This design comes from an exercise in tuning for small area, a short achievable clock period and few clock cycles per item on the open sky130 flow, not from production work. Function was not checked in any run shown here: the RTL went through the layout flow alone. Power and IR drop assume default switching activity.

## flow/design.v (module list and top-level ports; edited modules follow where they fit)
// module tag: 1131 lines
// module rsdp_tag: 29 lines
module rsdp_tag (
   input          clk,
   input          rst,
   input          start,
   input          csel,
   input          ssel,
   input  [237:0] b,
   input  [237:0] a,
   input  [135:0] y,
   input  [135:0] x,
   input  [6:0]   e,
   output         ready,
   output         done,
   output [6:0]   u
);
  // ...
==> flow/flow/run.sh <==
#!/bin/bash
# Standard ORFS layout (the standard.sh, unchanged synthesis), with the
# port buffers that global placement inserts made from buf_1 cells instead of
# the default delay buffers. Every input and output port still gets a buffer.
set -euo pipefail
export BUFFER_PORTS_ARGS="-buffer_cell sky130_fd_sc_hd__buf_1"
bash standard.sh > orfs_make.log 2>&1
==> flow/standard.sh <==
#!/bin/bash
# synth_recipe.tcl (not shown) runs the flow's synth.tcl, then flattens the netlist and writes it again
# the make line also repeats each setting of config.mk as NAME=value (left out here)
make -C /OpenROAD-flow-scripts/flow DESIGN_CONFIG=/design/flow/config.mk WORK_HOME=/design/flow/orfs CLKGATE_MAP_FILE= SYNTH_SCRIPT=/design/flow/synth_recipe.tcl "${@:-finish}"
==> flow/config.mk <==
export PLATFORM = sky130hd
export DESIGN_NAME = rsdp_tag
export DESIGN_NICKNAME = rsdp_tag
export VERILOG_FILES = /design/flow/design.v
export SDC_FILE = /design/flow/constraint.sdc
export NUM_CORES = 4
export LEC_CHECK = 0
export CAP_MARGIN = 20
export CORE_MARGIN = 2
export CORE_UTILIZATION = 55
export SLEW_MARGIN = 20
==> flow/constraint.sdc <==
create_clock -name core_clock -period 8.0 [get_ports {clk}]
set_input_delay 1.6000 -clock core_clock [delete_from_list [all_inputs] [get_ports {clk}]]
set_output_delay 1.6000 -clock core_clock [all_outputs]
set_load 0.01 [all_outputs]
==> flow_metrics.env, run 1 <==
export IMPL_status="timing/DRC/antenna clean"
export IMPL_combinationalPowerShare=0.748
export IMPL_regMostFlops="core.ur"
export IMPL_power_share_clock=0.077
export IMPL_cts_root_buf="clkbuf_16"
export IMPL_holdWs_ns=0.450
export IMPL_avgSynthCellArea_um2=11.5
export IMPL_critPathMaxStageDelay_ns=0.51
export IMPL_ys_ff_latch=220
export IMPL_synth_area_um2=24400
export IMPL_synth_edff_count=0
export IMPL_async_reset_ff_frac=0
export IMPL_r2r_end="core.ur[4]"
export IMPL_area_growth_pct=15.8
export IMPL_worst_pin_slew_ns=0.919
export IMPL_highest_layer="met5"
export IMPL_p_total_uw=13100
export IMPL_endpoint="core.q1_5_18"
export IMPL_hp_start="vld[0]"
export IMPL_min_to="vld[1]"
export IMPL_grt_use_met1=0.419
export IMPL_peakVddDrop_mv=0.686
export IMPL_seq_area_um2=4400
export IMPL_crit_path_start_kind="input port"
export IMPL_cts_reportedPaths_clkPinSlew_ns=0.06
export IMPL_grt_pass1_wl_mm=112
export IMPL_synth_area_leaders="mux2i_1 (39%), fa_1 (19%), dfxtp_1 (18%)"
export IMPL_maxPowerGroup="combinational logic"
export IMPL_portBuffers=767
export IMPL_critPathTopFamily="multiplexers"
export IMPL_ys_seq_area_frac=0.180
export IMPL_largest_registers="core.ur: 7 flops, vld: 3 flops"
export IMPL_placed_area_um2=27600
export IMPL_yosysTopAreaCell="mux2i_1"
export IMPL_wl_met3_mm=4.25
export IMPL_top_usage_layer="met2"
==> run 2: changes to the inputs <==
--- a/flow/design.v
+++ b/flow/design.v
@@ -217,218 +217,218 @@
    reg q2_6_1;
    reg q2_6_2;
    reg q2_6_3;
    reg q2_6_4;
    reg q2_6_5;
    reg [6:0] ur;
    wire [6:0] c0 = csel ? a[6:0] : b[6:0];
    wire [3:0] k0 = ssel ? x[3:0] : y[3:0];
-   wire [6:0] n0 = c0 ^ {7{k0[3]}};
-   wire [6:0] r0a = k0[0] ? {n0[5:0], n0[6]} : n0;
+   wire [6:0] r0a = k0[0] ? {c0[5:0], c0[6]} : c0;
    wire [6:0] r0b = k0[1] ? {r0a[4:0], r0a[6:5]} : r0a;
-   wire [6:0] t0 = k0[2] ? {r0b[2:0], r0b[6:3]} : r0b;
+   wire [6:0] r0c = k0[2] ? {r0b[2:0], r0b[6:3]} : r0b;
+   wire [6:0] t0 = r0c ^ {7{k0[3]}};
    wire [6:0] c1 = csel ? a[13:7] : b[13:7];
    wire [3:0] k1 = ssel ? x[7:4] : y[7:4];
-   wire [6:0] n1 = c1 ^ {7{k1[3]}};
-   wire [6:0] r1a = k1[0] ? {n1[5:0], n1[6]} : n1;
+   wire [6:0] r1a = k1[0] ? {c1[5:0], c1[6]} : c1;
    wire [6:0] r1b = k1[1] ? {r1a[4:0], r1a[6:5]} : r1a;
-   wire [6:0] t1 = k1[2] ? {r1b[2:0], r1b[6:3]} : r1b;
+   wire [6:0] r1c = k1[2] ? {r1b[2:0], r1b[6:3]} : r1b;
+   wire [6:0] t1 = r1c ^ {7{k1[3]}};
    wire [6:0] c2 = csel ? a[20:14] : b[20:14];
    wire [3:0] k2 = ssel ? x[11:8] : y[11:8];
-   wire [6:0] n2 = c2 ^ {7{k2[3]}};
-   wire [6:0] r2a = k2[0] ? {n2[5:0], n2[6]} : n2;
+   wire [6:0] r2a = k2[0] ? {c2[5:0], c2[6]} : c2;
    wire [6:0] r2b = k2[1] ? {r2a[4:0], r2a[6:5]} : r2a;
-   wire [6:0] t2 = k2[2] ? {r2b[2:0], r2b[6:3]} : r2b;
+   wire [6:0] r2c = k2[2] ? {r2b[2:0], r2b[6:3]} : r2b;
+   wire [6:0] t2 = r2c ^ {7{k2[3]}};
    wire [6:0] c3 = csel ? a[27:21] : b[27:21];
    wire [3:0] k3 = ssel ? x[15:12] : y[15:12];
-   wire [6:0] n3 = c3 ^ {7{k3[3]}};
-   wire [6:0] r3a = k3[0] ? {n3[5:0], n3[6]} : n3;
+   wire [6:0] r3a = k3[0] ? {c3[5:0], c3[6]} : c3;
    wire [6:0] r3b = k3[1] ? {r3a[4:0], r3a[6:5]} : r3a;
-   wire [6:0] t3 = k3[2] ? {r3b[2:0], r3b[6:3]} : r3b;
+   wire [6:0] r3c = k3[2] ? {r3b[2:0], r3b[6:3]} : r3b;
+   wire [6:0] t3 = r3c ^ {7{k3[3]}};
    wire [6:0] c4 = csel ? a[34:28] : b[34:28];
    wire [3:0] k4 = ssel ? x[19:16] : y[19:16];
-   wire [6:0] n4 = c4 ^ {7{k4[3]}};
-   wire [6:0] r4a = k4[0] ? {n4[5:0], n4[6]} : n4;
+   wire [6:0] r4a = k4[0] ? {c4[5:0], c4[6]} : c4;
    wire [6:0] r4b = k4[1] ? {r4a[4:0], r4a[6:5]} : r4a;
-   wire [6:0] t4 = k4[2] ? {r4b[2:0], r4b[6:3]} : r4b;
+   wire [6:0] r4c = k4[2] ? {r4b[2:0], r4b[6:3]} : r4b;
+   wire [6:0] t4 = r4c ^ {7{k4[3]}};
    wire [6:0] c5 = csel ? a[41:35] : b[41:35];
    wire [3:0] k5 = ssel ? x[23:20] : y[23:20];
-   wire [6:0] n5 = c5 ^ {7{k5[3]}};
-   wire [6:0] r5a = k5[0] ? {n5[5:0], n5[6]} : n5;
+   wire [6:0] r5a = k5[0] ? {c5[5:0], c5[6]} : c5;
    wire [6:0] r5b = k5[1] ? {r5a[4:0], r5a[6:5]} : r5a;
-   wire [6:0] t5 = k5[2] ? {r5b[2:0], r5b[6:3]} : r5b;
+   wire [6:0] r5c = k5[2] ? {r5b[2:0], r5b[6:3]} : r5b;
+   wire [6:0] t5 = r5c ^ {7{k5[3]}};
    wire [6:0] c6 = csel ? a[48:42] : b[48:42];
    wire [3:0] k6 = ssel ? x[27:24] : y[27:24];
-   wire [6:0] n6 = c6 ^ {7{k6[3]}};
-   wire [6:0] r6a = k6[0] ? {n6[5:0], n6[6]} : n6;
+   wire [6:0] r6a = k6[0] ? {c6[5:0], c6[6]} : c6;
    wire [6:0] r6b = k6[1] ? {r6a[4:0], r6a[6:5]} : r6a;
-   wire [6:0] t6 = k6[2] ? {r6b[2:0], r6b[6:3]} : r6b;
+   wire [6:0] r6c = k6[2] ? {r6b[2:0], r6b[6:3]} : r6b;
+   wire [6:0] t6 = r6c ^ {7{k6[3]}};
    wire [6:0] c7 = csel ? a[55:49] : b[55:49];
    wire [3:0] k7 = ssel ? x[31:28] : y[31:28];
-   wire [6:0] n7 = c7 ^ {7{k7[3]}};
-   wire [6:0] r7a = k7[0] ? {n7[5:0], n7[6]} : n7;
+   wire [6:0] r7a = k7[0] ? {c7[5:0], c7[6]} : c7;
    wire [6:0] r7b = k7[1] ? {r7a[4:0], r7a[6:5]} : r7a;
-   wire [6:0] t7 = k7[2] ? {r7b[2:0], r7b[6:3]} : r7b;
+   wire [6:0] r7c = k7[2] ? {r7b[2:0], r7b[6:3]} : r7b;
+   wire [6:0] t7 = r7c ^ {7{k7[3]}};
    wire [6:0] c8 = csel ? a[62:56] : b[62:56];
    wire [3:0] k8 = ssel ? x[35:32] : y[35:32];
-   wire [6:0] n8 = c8 ^ {7{k8[3]}};
-   wire [6:0] r8a = k8[0] ? {n8[5:0], n8[6]} : n8;
+   wire [6:0] r8a = k8[0] ? {c8[5:0], c8[6]} : c8;
    wire [6:0] r8b = k8[1] ? {r8a[4:0], r8a[6:5]} : r8a;
-   wire [6:0] t8 = k8[2] ? {r8b[2:0], r8b[6:3]} : r8b;
+   wire [6:0] r8c = k8[2] ? {r8b[2:0], r8b[6:3]} : r8b;
+   wire [6:0] t8 = r8c ^ {7{k8[3]}};
    wire [6:0] c9 = csel ? a[69:63] : b[69:63];
    wire [3:0] k9 = ssel ? x[39:36] : y[39:36];
-   wire [6:0] n9 = c9 ^ {7{k9[3]}};
-   wire [6:0] r9a = k9[0] ? {n9[5:0], n9[6]} : n9;
+   wire [6:0] r9a = k9[0] ? {c9[5:0], c9[6]} : c9;
    wire [6:0] r9b = k9[1] ? {r9a[4:0], r9a[6:5]} : r9a;
-   wire [6:0] t9 = k9[2] ? {r9b[2:0], r9b[6:3]} : r9b;
+   wire [6:0] r9c = k9[2] ? {r9b[2:0], r9b[6:3]} : r9b;
+   wire [6:0] t9 = r9c ^ {7{k9[3]}};
    wire [6:0] c10 = csel ? a[76:70] : b[76:70];
    wire [3:0] k10 = ssel ? x[43:40] : y[43:40];
-   wire [6:0] n10 = c10 ^ {7{k10[3]}};
-   wire [6:0] r10a = k10[0] ? {n10[5:0], n10[6]} : n10;
+   wire [6:0] r10a = k10[0] ? {c10[5:0], c10[6]} : c10;
    wire [6:0] r10b = k10[1] ? {r10a[4:0], r10a[6:5]} : r10a;
-   wire [6:0] t10 = k10[2] ? {r10b[2:0], r10b[6:3]} : r10b;
+   wire [6:0] r10c = k10[2] ? {r10b[2:0], r10b[6:3]} : r10b;
+   wire [6:0] t10 = r10c ^ {7{k10[3]}};
    wire [6:0] c11 = csel ? a[83:77] : b[83:77];
    wire [3:0] k11 = ssel ? x[47:44] : y[47:44];
-   wire [6:0] n11 = c11 ^ {7{k11[3]}};
-   wire [6:0] r11a = k11[0] ? {n11[5:0], n11[6]} : n11;
+   wire [6:0] r11a = k11[0] ? {c11[5:0], c11[6]} : c11;
    wire [6:0] r11b = k11[1] ? {r11a[4:0], r11a[6:5]} : r11a;
-   wire [6:0] t11 = k11[2] ? {r11b[2:0], r11b[6:3]} : r11b;
+   wire [6:0] r11c = k11[2] ? {r11b[2:0], r11b[6:3]} : r11b;
+   wire [6:0] t11 = r11c ^ {7{k11[3]}};
    wire [6:0] c12 = csel ? a[90:84] : b[90:84];
    wire [3:0] k12 = ssel ? x[51:48] : y[51:48];
-   wire [6:0] n12 = c12 ^ {7{k12[3]}};
-   wire [6:0] r12a = k12[0] ? {n12[5:0], n12[6]} : n12;
+   wire [6:0] r12a = k12[0] ? {c12[5:0], c12[6]} : c12;
    wire [6:0] r12b = k12[1] ? {r12a[4:0], r12a[6:5]} : r12a;
-   wire [6:0] t12 = k12[2] ? {r12b[2:0], r12b[6:3]} : r12b;
+   wire [6:0] r12c = k12[2] ? {r12b[2:0], r12b[6:3]} : r12b;
+   wire [6:0] t12 = r12c ^ {7{k12[3]}};
    wire [6:0] c13 = csel ? a[97:91] : b[97:91];
    wire [3:0] k13 = ssel ? x[55:52] : y[55:52];
-   wire [6:0] n13 = c13 ^ {7{k13[3]}};
-   wire [6:0] r13a = k13[0] ? {n13[5:0], n13[6]} : n13;
+   wire [6:0] r13a = k13[0] ? {c13[5:0], c13[6]} : c13;
    wire [6:0] r13b = k13[1] ? {r13a[4:0], r13a[6:5]} : r13a;
-   wire [6:0] t13 = k13[2] ? {r13b[2:0], r13b[6:3]} : r13b;
+   wire [6:0] r13c = k13[2] ? {r13b[2:0], r13b[6:3]} : r13b;
+   wire [6:0] t13 = r13c ^ {7{k13[3]}};
    wire [6:0] c14 = csel ? a[104:98] : b[104:98];
    wire [3:0] k14 = ssel ? x[59:56] : y[59:56];
-   wire [6:0] n14 = c14 ^ {7{k14[3]}};
-   wire [6:0] r14a = k14[0] ? {n14[5:0], n14[6]} : n14;
+   wire [6:0] r14a = k14[0] ? {c14[5:0], c14[6]} : c14;
    wire [6:0] r14b = k14[1] ? {r14a[4:0], r14a[6:5]} : r14a;
-   wire [6:0] t14 = k14[2] ? {r14b[2:0], r14b[6:3]} : r14b;
+   wire [6:0] r14c = k14[2] ? {r14b[2:0], r14b[6:3]} : r14b;
+   wire [6:0] t14 = r14c ^ {7{k14[3]}};
    wire [6:0] c15 = csel ? a[111:105] : b[111:105];
    wire [3:0] k15 = ssel ? x[63:60] : y[63:60];
-   wire [6:0] n15 = c15 ^ {7{k15[3]}};
-   wire [6:0] r15a = k15[0] ? {n15[5:0], n15[6]} : n15;
+   wire [6:0] r15a = k15[0] ? {c15[5:0], c15[6]} : c15;
    wire [6:0] r15b = k15[1] ? {r15a[4:0], r15a[6:5]} : r15a;
-   wire [6:0] t15 = k15[2] ? {r15b[2:0], r15b[6:3]} : r15b;
+   wire [6:0] r15c = k15[2] ? {r15b[2:0], r15b[6:3]} : r15b;
+   wire [6:0] t15 = r15c ^ {7{k15[3]}};
    wire [6:0] c16 = csel ? a[118:112] : b[118:112];
    wire [3:0] k16 = ssel ? x[67:64] : y[67:64];
-   wire [6:0] n16 = c16 ^ {7{k16[3]}};
-   wire [6:0] r16a = k16[0] ? {n16[5:0], n16[6]} : n16;
+   wire [6:0] r16a = k16[0] ? {c16[5:0], c16[6]} : c16;
    wire [6:0] r16b = k16[1] ? {r16a[4:0], r16a[6:5]} : r16a;
-   wire [6:0] t16 = k16[2] ? {r16b[2:0], r16b[6:3]} : r16b;
+   wire [6:0] r16c = k16[2] ? {r16b[2:0], r16b[6:3]} : r16b;
+   wire [6:0] t16 = r16c ^ {7{k16[3]}};
    wire [6:0] c17 = csel ? a[125:119] : b[125:119];
    wire [3:0] k17 = ssel ? x[71:68] : y[71:68];
-   wire [6:0] n17 = c17 ^ {7{k17[3]}};
-   wire [6:0] r17a = k17[0] ? {n17[5:0], n17[6]} : n17;
+   wire [6:0] r17a = k17[0] ? {c17[5:0], c17[6]} : c17;
    wire [6:0] r17b = k17[1] ? {r17a[4:0], r17a[6:5]} : r17a;
-   wire [6:0] t17 = k17[2] ? {r17b[2:0], r17b[6:3]} : r17b;
+   wire [6:0] r17c = k17[2] ? {r17b[2:0], r17b[6:3]} : r17b;
+   wire [6:0] t17 = r17c ^ {7{k17[3]}};
    wire [6:0] c18 = csel ? a[132:126] : b[132:126];
    wire [3:0] k18 = ssel ? x[75:72] : y[75:72];
-   wire [6:0] n18 = c18 ^ {7{k18[3]}};
-   wire [6:0] r18a = k18[0] ? {n18[5:0], n18[6]} : n18;
+   wire [6:0] r18a = k18[0] ? {c18[5:0], c18[6]} : c18;
    wire [6:0] r18b = k18[1] ? {r18a[4:0], r18a[6:5]} : r18a;
-   wire [6:0] t18 = k18[2] ? {r18b[2:0], r18b[6:3]} : r18b;
+   wire [6:0] r18c = k18[2] ? {r18b[2:0], r18b[6:3]} : r18b;
+   wire [6:0] t18 = r18c ^ {7{k18[3]}};
    wire [6:0] c19 = csel ? a[139:133] : b[139:133];
    wire [3:0] k19 = ssel ? x[79:76] : y[79:76];
-   wire [6:0] n19 = c19 ^ {7{k19[3]}};
-   wire [6:0] r19a = k19[0] ? {n19[5:0], n19[6]} : n19;
+   wire [6:0] r19a = k19[0] ? {c19[5:0], c19[6]} : c19;
    wire [6:0] r19b = k19[1] ? {r19a[4:0], r19a[6:5]} : r19a;
-   wire [6:0] t19 = k19[2] ? {r19b[2:0], r19b[6:3]} : r19b;
+   wire [6:0] r19c = k19[2] ? {r19b[2:0], r19b[6:3]} : r19b;
+   wire [6:0] t19 = r19c ^ {7{k19[3]}};
    wire [6:0] c20 = csel ? a[146:140] : b[146:140];
    wire [3:0] k20 = ssel ? x[83:80] : y[83:80];
-   wire [6:0] n20 = c20 ^ {7{k20[3]}};
-   wire [6:0] r20a = k20[0] ? {n20[5:0], n20[6]} : n20;
+   wire [6:0] r20a = k20[0] ? {c20[5:0], c20[6]} : c20;
    wire [6:0] r20b = k20[1] ? {r20a[4:0], r20a[6:5]} : r20a;
-   wire [6:0] t20 = k20[2] ? {r20b[2:0], r20b[6:3]} : r20b;
+   wire [6:0] r20c = k20[2] ? {r20b[2:0], r20b[6:3]} : r20b;
+   wire [6:0] t20 = r20c ^ {7{k20[3]}};
    wire [6:0] c21 = csel ? a[153:147] : b[153:147];
    wire [3:0] k21 = ssel ? x[87:84] : y[87:84];
-   wire [6:0] n21 = c21 ^ {7{k21[3]}};
-   wire [6:0] r21a = k21[0] ? {n21[5:0], n21[6]} : n21;
+   wire [6:0] r21a = k21[0] ? {c21[5:0], c21[6]} : c21;
    wire [6:0] r21b = k21[1] ? {r21a[4:0], r21a[6:5]} : r21a;
-   wire [6:0] t21 = k21[2] ? {r21b[2:0], r21b[6:3]} : r21b;
+   wire [6:0] r21c = k21[2] ? {r21b[2:0], r21b[6:3]} : r21b;
+   wire [6:0] t21 = r21c ^ {7{k21[3]}};
    wire [6:0] c22 = csel ? a[160:154] : b[160:154];
    wire [3:0] k22 = ssel ? x[91:88] : y[91:88];
-   wire [6:0] n22 = c22 ^ {7{k22[3]}};
-   wire [6:0] r22a = k22[0] ? {n22[5:0], n22[6]} : n22;
+   wire [6:0] r22a = k22[0] ? {c22[5:0], c22[6]} : c22;
    wire [6:0] r22b = k22[1] ? {r22a[4:0], r22a[6:5]} : r22a;
-   wire [6:0] t22 = k22[2] ? {r22b[2:0], r22b[6:3]} : r22b;
+   wire [6:0] r22c = k22[2] ? {r22b[2:0], r22b[6:3]} : r22b;
+   wire [6:0] t22 = r22c ^ {7{k22[3]}};
    wire [6:0] c23 = csel ? a[167:161] : b[167:161];
    wire [3:0] k23 = ssel ? x[95:92] : y[95:92];
-   wire [6:0] n23 = c23 ^ {7{k23[3]}};
-   wire [6:0] r23a = k23[0] ? {n23[5:0], n23[6]} : n23;
+   wire [6:0] r23a = k23[0] ? {c23[5:0], c23[6]} : c23;
    wire [6:0] r23b = k23[1] ? {r23a[4:0], r23a[6:5]} : r23a;
-   wire [6:0] t23 = k23[2] ? {r23b[2:0], r23b[6:3]} : r23b;
+   wire [6:0] r23c = k23[2] ? {r23b[2:0], r23b[6:3]} : r23b;
+   wire [6:0] t23 = r23c ^ {7{k23[3]}};
    wire [6:0] c24 = csel ? a[174:168] : b[174:168];
    wire [3:0] k24 = ssel ? x[99:96] : y[99:96];
-   wire [6:0] n24 = c24 ^ {7{k24[3]}};
-   wire [6:0] r24a = k24[0] ? {n24[5:0], n24[6]} : n24;
+   wire [6:0] r24a = k24[0] ? {c24[5:0], c24[6]} : c24;
    wire [6:0] r24b = k24[1] ? {r24a[4:0], r24a[6:5]} : r24a;
-   wire [6:0] t24 = k24[2] ? {r24b[2:0], r24b[6:3]} : r24b;
+   wire [6:0] r24c = k24[2] ? {r24b[2:0], r24b[6:3]} : r24b;
+   wire [6:0] t24 = r24c ^ {7{k24[3]}};
    wire [6:0] c25 = csel ? a[181:175] : b[181:175];
    wire [3:0] k25 = ssel ? x[103:100] : y[103:100];
-   wire [6:0] n25 = c25 ^ {7{k25[3]}};
-   wire [6:0] r25a = k25[0] ? {n25[5:0], n25[6]} : n25;
+   wire [6:0] r25a = k25[0] ? {c25[5:0], c25[6]} : c25;
    wire [6:0] r25b = k25[1] ? {r25a[4:0], r25a[6:5]} : r25a;
-   wire [6:0] t25 = k25[2] ? {r25b[2:0], r25b[6:3]} : r25b;
+   wire [6:0] r25c = k25[2] ? {r25b[2:0], r25b[6:3]} : r25b;
+   wire [6:0] t25 = r25c ^ {7{k25[3]}};
    wire [6:0] c26 = csel ? a[188:182] : b[188:182];
    wire [3:0] k26 = ssel ? x[107:104] : y[107:104];
-   wire [6:0] n26 = c26 ^ {7{k26[3]}};
-   wire [6:0] r26a = k26[0] ? {n26[5:0], n26[6]} : n26;
+   wire [6:0] r26a = k26[0] ? {c26[5:0], c26[6]} : c26;
    wire [6:0] r26b = k26[1] ? {r26a[4:0], r26a[6:5]} : r26a;
-   wire [6:0] t26 = k26[2] ? {r26b[2:0], r26b[6:3]} : r26b;
+   wire [6:0] r26c = k26[2] ? {r26b[2:0], r26b[6:3]} : r26b;
+   wire [6:0] t26 = r26c ^ {7{k26[3]}};
    wire [6:0] c27 = csel ? a[195:189] : b[195:189];
    wire [3:0] k27 = ssel ? x[111:108] : y[111:108];
-   wire [6:0] n27 = c27 ^ {7{k27[3]}};
-   wire [6:0] r27a = k27[0] ? {n27[5:0], n27[6]} : n27;
+   wire [6:0] r27a = k27[0] ? {c27[5:0], c27[6]} : c27;
    wire [6:0] r27b = k27[1] ? {r27a[4:0], r27a[6:5]} : r27a;
-   wire [6:0] t27 = k27[2] ? {r27b[2:0], r27b[6:3]} : r27b;
+   wire [6:0] r27c = k27[2] ? {r27b[2:0], r27b[6:3]} : r27b;
+   wire [6:0] t27 = r27c ^ {7{k27[3]}};
    wire [6:0] c28 = csel ? a[202:196] : b[202:196];
    wire [3:0] k28 = ssel ? x[115:112] : y[115:112];
-   wire [6:0] n28 = c28 ^ {7{k28[3]}};
-   wire [6:0] r28a = k28[0] ? {n28[5:0], n28[6]} : n28;
+   wire [6:0] r28a = k28[0] ? {c28[5:0], c28[6]} : c28;
    wire [6:0] r28b = k28[1] ? {r28a[4:0], r28a[6:5]} : r28a;
-   wire [6:0] t28 = k28[2] ? {r28b[2:0], r28b[6:3]} : r28b;
+   wire [6:0] r28c = k28[2] ? {r28b[2:0], r28b[6:3]} : r28b;
+   wire [6:0] t28 = r28c ^ {7{k28[3]}};
    wire [6:0] c29 = csel ? a[209:203] : b[209:203];
    wire [3:0] k29 = ssel ? x[119:116] : y[119:116];
-   wire [6:0] n29 = c29 ^ {7{k29[3]}};
-   wire [6:0] r29a = k29[0] ? {n29[5:0], n29[6]} : n29;
+   wire [6:0] r29a = k29[0] ? {c29[5:0], c29[6]} : c29;
    wire [6:0] r29b = k29[1] ? {r29a[4:0], r29a[6:5]} : r29a;
-   wire [6:0] t29 = k29[2] ? {r29b[2:0], r29b[6:3]} : r29b;
+   wire [6:0] r29c = k29[2] ? {r29b[2:0], r29b[6:3]} : r29b;
+   wire [6:0] t29 = r29c ^ {7{k29[3]}};
    wire [6:0] c30 = csel ? a[216:210] : b[216:210];
    wire [3:0] k30 = ssel ? x[123:120] : y[123:120];
-   wire [6:0] n30 = c30 ^ {7{k30[3]}};
-   wire [6:0] r30a = k30[0] ? {n30[5:0], n30[6]} : n30;
+   wire [6:0] r30a = k30[0] ? {c30[5:0], c30[6]} : c30;
    wire [6:0] r30b = k30[1] ? {r30a[4:0], r30a[6:5]} : r30a;
-   wire [6:0] t30 = k30[2] ? {r30b[2:0], r30b[6:3]} : r30b;
+   wire [6:0] r30c = k30[2] ? {r30b[2:0], r30b[6:3]} : r30b;
+   wire [6:0] t30 = r30c ^ {7{k30[3]}};
    wire [6:0] c31 = csel ? a[223:217] : b[223:217];
    wire [3:0] k31 = ssel ? x[127:124] : y[127:124];
-   wire [6:0] n31 = c31 ^ {7{k31[3]}};
-   wire [6:0] r31a = k31[0] ? {n31[5:0], n31[6]} : n31;
+   wire [6:0] r31a = k31[0] ? {c31[5:0], c31[6]} : c31;
    wire [6:0] r31b = k31[1] ? {r31a[4:0], r31a[6:5]} : r31a;
-   wire [6:0] t31 = k31[2] ? {r31b[2:0], r31b[6:3]} : r31b;
+   wire [6:0] r31c = k31[2] ? {r31b[2:0], r31b[6:3]} : r31b;
+   wire [6:0] t31 = r31c ^ {7{k31[3]}};
    wire [6:0] c32 = csel ? a[230:224] : b[230:224];
    wire [3:0] k32 = ssel ? x[131:128] : y[131:128];
-   wire [6:0] n32 = c32 ^ {7{k32[3]}};
-   wire [6:0] r32a = k32[0] ? {n32[5:0], n32[6]} : n32;
+   wire [6:0] r32a = k32[0] ? {c32[5:0], c32[6]} : c32;
    wire [6:0] r32b = k32[1] ? {r32a[4:0], r32a[6:5]} : r32a;
-   wire [6:0] t32 = k32[2] ? {r32b[2:0], r32b[6:3]} : r32b;
+   wire [6:0] r32c = k32[2] ? {r32b[2:0], r32b[6:3]} : r32b;
+   wire [6:0] t32 = r32c ^ {7{k32[3]}};
    wire [6:0] c33 = csel ? a[237:231] : b[237:231];
    wire [3:0] k33 = ssel ? x[135:132] : y[135:132];
-   wire [6:0] n33 = c33 ^ {7{k33[3]}};
-   wire [6:0] r33a = k33[0] ? {n33[5:0], n33[6]} : n33;
+   wire [6:0] r33a = k33[0] ? {c33[5:0], c33[6]} : c33;
    wire [6:0] r33b = k33[1] ? {r33a[4:0], r33a[6:5]} : r33a;
-   wire [6:0] t33 = k33[2] ? {r33b[2:0], r33b[6:3]} : r33b;
+   wire [6:0] r33c = k33[2] ? {r33b[2:0], r33b[6:3]} : r33b;
+   wire [6:0] t33 = r33c ^ {7{k33[3]}};
    wire s1_0_0 = t0[0] ^ t1[0] ^ t2[0];
    wire o1_0_0 = (t0[0] & t1[0]) | (t0[0] & t2[0]) | (t1[0] & t2[0]);
    wire s1_0_1 = t3[0] ^ t4[0] ^ t5[0];
    wire o1_0_1 = (t3[0] & t4[0]) | (t3[0] & t5[0]) | (t4[0] & t5[0]);
    wire s1_0_2 = t6[0] ^ t7[0] ^ t8[0];
    wire o1_0_2 = (t6[0] & t7[0]) | (t6[0] & t8[0]) | (t7[0] & t8[0]);
    wire s1_0_3 = t9[0] ^ t10[0] ^ t11[0];
    wire o1_0_3 = (t9[0] & t10[0]) | (t9[0] & t11[0]) | (t10[0] & t11[0]);
==> flow/config.mk (replaced) <==
export PLATFORM = sky130hd
export DESIGN_NAME = rsdp_tag
export DESIGN_NICKNAME = rsdp_tag
export VERILOG_FILES = /design/flow/design.v
export SDC_FILE = /design/flow/constraint.sdc
export NUM_CORES = 4
export LEC_CHECK = 0
export CAP_MARGIN = 20
export CORE_MARGIN = 2
export CORE_UTILIZATION = 35
export SLEW_MARGIN = 20
==> run 2 against run 1 <==
Against the previous run: still clean on timing, DRC and antenna; sequential share of layout area shrank 2.6 points; die area grew 87%; register-to-register slack gained 0.07 ns; via count grew 50%; cell area grew 20%; hold slack lost 0.0097 ns; clock power grew 33%; clock-buffer cell count grew 3; core utilization shrank 23 points; wire length grew 52%.
==> flow_metrics.env, run 2 <==
export IMPL_status="timing/DRC/antenna clean"
export IMPL_power_per_cell_area_nw_per_um2=399
export IMPL_grt_max_degree=130
export IMPL_ys_seq_area_frac=0.150
export IMPL_cts_buffers=26
export IMPL_finalHoldViolCount=0
export IMPL_p_seq_frac=0.168
export IMPL_synth_most_common_cell="mux2i_1"
export IMPL_r2r_end="core.ur[4]"
export IMPL_ys_ff_latch=220
export IMPL_worst_setup_path_type="input port to flop"
export IMPL_cts_resized=0
export IMPL_die_h_um=293
export IMPL_power_share_clock=0.100
export IMPL_cts_reportedPaths_clkPinSlew_ns=0.07
export IMPL_cellLeakagePower_uw=0.0132
export IMPL_holdWs_ns=0.440
export IMPL_seq_area_um2=4400
export IMPL_netlist_instances=3051
export IMPL_grt_setup_unrepaired="false"
export IMPL_clock_fmax_mhz=204
export IMPL_synth_top_cell_area_share=0.158
export IMPL_largest_reg_flops=7
export IMPL_power_switching_uw=6670
export IMPL_regMostFlops="core.ur"
export IMPL_clock_path_buffers=3
export IMPL_synthTopCellsByCount="mux2i_1 (324), inv_1 (265), fa_1 (231), mux2_2 (222), dfxtp_1 (220)"
export IMPL_post_cts_setup_buffer_count=0
export IMPL_gr_total_overflow=0
export IMPL_arrival_ns=5.33
export IMPL_die_x_um=293
export IMPL_hold_buffers=0
export IMPL_intPower_uw=6900
export IMPL_tns_ns=0
export IMPL_synthFlopType="dfxtp_1"
export IMPL_final_antenna_net_count=0
export IMPL_dp_hpwl_mm=97.2
export IMPL_r2r_slack_ns=4.51
export IMPL_io_pins=769
export IMPL_async_reset_ff_frac=0
export IMPL_r2r_start="core.q2_0_2"
export IMPL_hold_class="flop to flop"
export IMPL_drive_gt1_frac=0.120
export IMPL_final_cells=4872
export IMPL_nFillCells=8348
export IMPL_cts_tree="yes"
export IMPL_worst_pin_slew_ns=0.948
export IMPL_post_route_period_util=0.612
export IMPL_p_total_uw=13600
export IMPL_antenna_found_initial=15
export IMPL_path_max_fanout=129
export IMPL_largest_registers="core.ur: 7 flops, vld: 3 flops"
export IMPL_finalSetupViolCount=0
export IMPL_initial_core_util=0.352
export IMPL_synth_area_leaders="fa_1 (16%), dfxtp_1 (15%), mux2i_1 (11%)"
export IMPL_yosysTopAreaCell="fa_1"
export IMPL_slew_violations=0
export IMPL_placed_cells=4811
export IMPL_htreeDepth=1
export IMPL_routed_via_density=5.62
export IMPL_crit_path_start_kind="input port"
export IMPL_required_ns=8.43
export IMPL_cap_viol_max_count=0
export IMPL_vias=27400
export IMPL_wl_mm=113
export IMPL_period_needed_ns=4.90
export IMPL_final_common_cell="buf_1"
export IMPL_portBuffers=767
export IMPL_switching_share=0.492
export IMPL_dr_first_iter_drc_count=2075
export IMPL_routedWlPerCell_um=23.2
export IMPL_synth_area_um2=29300
export IMPL_row_count=106
export IMPL_avgSynthCellArea_um2=9.60
export IMPL_area_growth_pct=16.1
export IMPL_hp_start="vld[1]"
export IMPL_most_common_layout_cells="buf_1 (765), mux2i_1 (318), inv_1 (265)"
export IMPL_multiInputGateArea_um2=23200
export IMPL_grt_usage=0.250
export IMPL_drc=0
export IMPL_peakVddDrop_mv=0.804
export IMPL_cts_sinks=220
export IMPL_combinationalPowerShare=0.732
export IMPL_slew_headroom=0.350
export IMPL_min_to="vld[2]"
export IMPL_die_area_um2=86000
export IMPL_gp_congestion=1.01
export IMPL_design_core_area_um2=83300
export IMPL_synth_edff_count=0
export IMPL_first_global_vias=26400
export IMPL_grt_pass1_wl_mm=164
export IMPL_first_pass_iters=8
export IMPL_finish_utilization=0.408
export IMPL_cts_root_buf="clkbuf_16"
export IMPL_finClkSkew_ns=0.0239
export IMPL_worstSetupEndpointType="flop"
export IMPL_yosysWarnings=2
export IMPL_ys_types=68
export IMPL_synthesis_nets=4055
export IMPL_clk_latency_ns=0.57
export IMPL_min_path_cells=1
export IMPL_nNetsFinal=4763
export IMPL_r2r_cells=11
## run 2: changes by cell type after synthesis, moves of 68 or more
cell | before | now
xnor2_1 | 243 | 83
inv_1 | 193 | 265
mux2_2 | 57 | 222
a221oi_1 | 0 | 98
mux2i_1 | 952 | 324
nand2_1 | 1 | 112
xor2_1 | 2 | 162
nor2_1 | 1 | 91
o22ai_1 | 0 | 125
o2bb2ai_1 | 0 | 68
a21oi_1 | 13 | 166
## run 2: kinds of logic (layout without fill, tap and decap cells)
kind of cell | Yosys count | after routing | share of synthesized area
flops | 220 | 220 | 0.150
mux | 609 | 609 | 0.230
buf+inv | 370 | 1097 | 0.0585
simple gates | 521 | 521 | 0.0975
xor+xnor | 245 | 245 | 0.0733
fa+ha+maj | 244 | 244 | 0.163
other cells | 1 | 15 | 0.000128
compound gates | 841 | 841 | 0.226
## run 2: critical path, stage by stage
cell and delay [ns]:
clkbuf_4 0.58, buf_12 0.52, mux2i_4 0.60, mux2i_1 0.54
o2bb2ai_1 0.19, a221oi_2 0.06, xor2_1 0.49, fa_1 0.49
## run 2: how the worst max path moves through the flow
| stage | start | end | slack, ns | cells after the start |
|---|---|---|---|---|
| after floorplan | ssel | core.q1_5_11 | 4.09 | 8 |
| after global placement | ssel | core.q1_0_4 | 2.64 | 8 |
| after detailed placement | ssel | core.q1_3_19 | 2.58 | 8 |
| after CTS | ssel | core.q1_3_19 | 3.19 | 8 |
| after global routing | ssel | core.q1_0_8 | 2.99 | 9 |
| final | ssel | core.q1_0_4 | 3.10 | 8 |
## run 2: cell type report
class,instances,area share
flip-flops and latches,220,0.129
well taps,1080,0.0397
clock buffers,31,0.0206
multi-input cells,2461,0.682
repair buffers,782,0.0900
diodes,14,0.00103
clock inverters,16,0.00773
inverters,268,0.0296
## run 2: through the flow
stage                     area (um2)  setup slack [ns]
after global routing           34000              2.99
final                          34000              3.10
after global placement         33000              2.64
after CTS                      34000              3.19
after detailed placement       33000              2.58
after floorplan                29300              4.09
## run 2: power by group through the flow
stage | registers (uW) | clock network, uW | logic [uW]
after floorplan | 2060 | 0 | 7050
after global placement | 2330 | 0 | 9790
after detailed placement | 2320 | 0 | 9910
after CTS | 2300 | 1400 | 9960
after global routing | 2330 | 1440 | 11300
final | 2270 | 1360 | 9930
## run 2: routing by layer
| layer | global-route usage | up-vias | routed length, um |
|---|---|---|---|
| met4 | 0.0586 | 6 | 2780 |
| met5 | 0 | - | 37 |
| met2 | 0.438 | 1109 | 55100 |
| met3 | 0.0293 | 142 | 6210 |
| met1 | 0.328 | 13200 | 49000 |
| li1 | - | 12900 | - |

-- separate check: timing with driven ports --
The flow's constraints put no driver on any port. The routed layouts listed below were extracted and timed again, unchanged, in two steps. Step 1: set_driving_cell puts a clkbuf_16 on clk and a buf_2 on each other input, an assumption about the parent block. Step 2, shift: input delay + t, output delay - t, t = (earliest + latest rising clock arrival at the registers) / 2. This alone moves slack from input paths to output paths. Three values: no drivers, after step 1, after step 2; two values: the first two.
run	shift t [ns]	setup WS [ns]	worst setup path after step 2	latest minus earliest clock arrival (ns)	worst slew at a driven data input, ns
run 1	0.572	3.728 / 3.753 / 3.181	input to register	0.028 / 0.028	0.20
run 2	0.623	3.100 / 3.131 / 2.508	input to register	0.025 / 0.025	0.14
After both steps setup and hold are still met in every run listed. The setup slack of run 2, which loses most, moves by +0.031 ns with the drivers and by -0.592 ns with both steps.
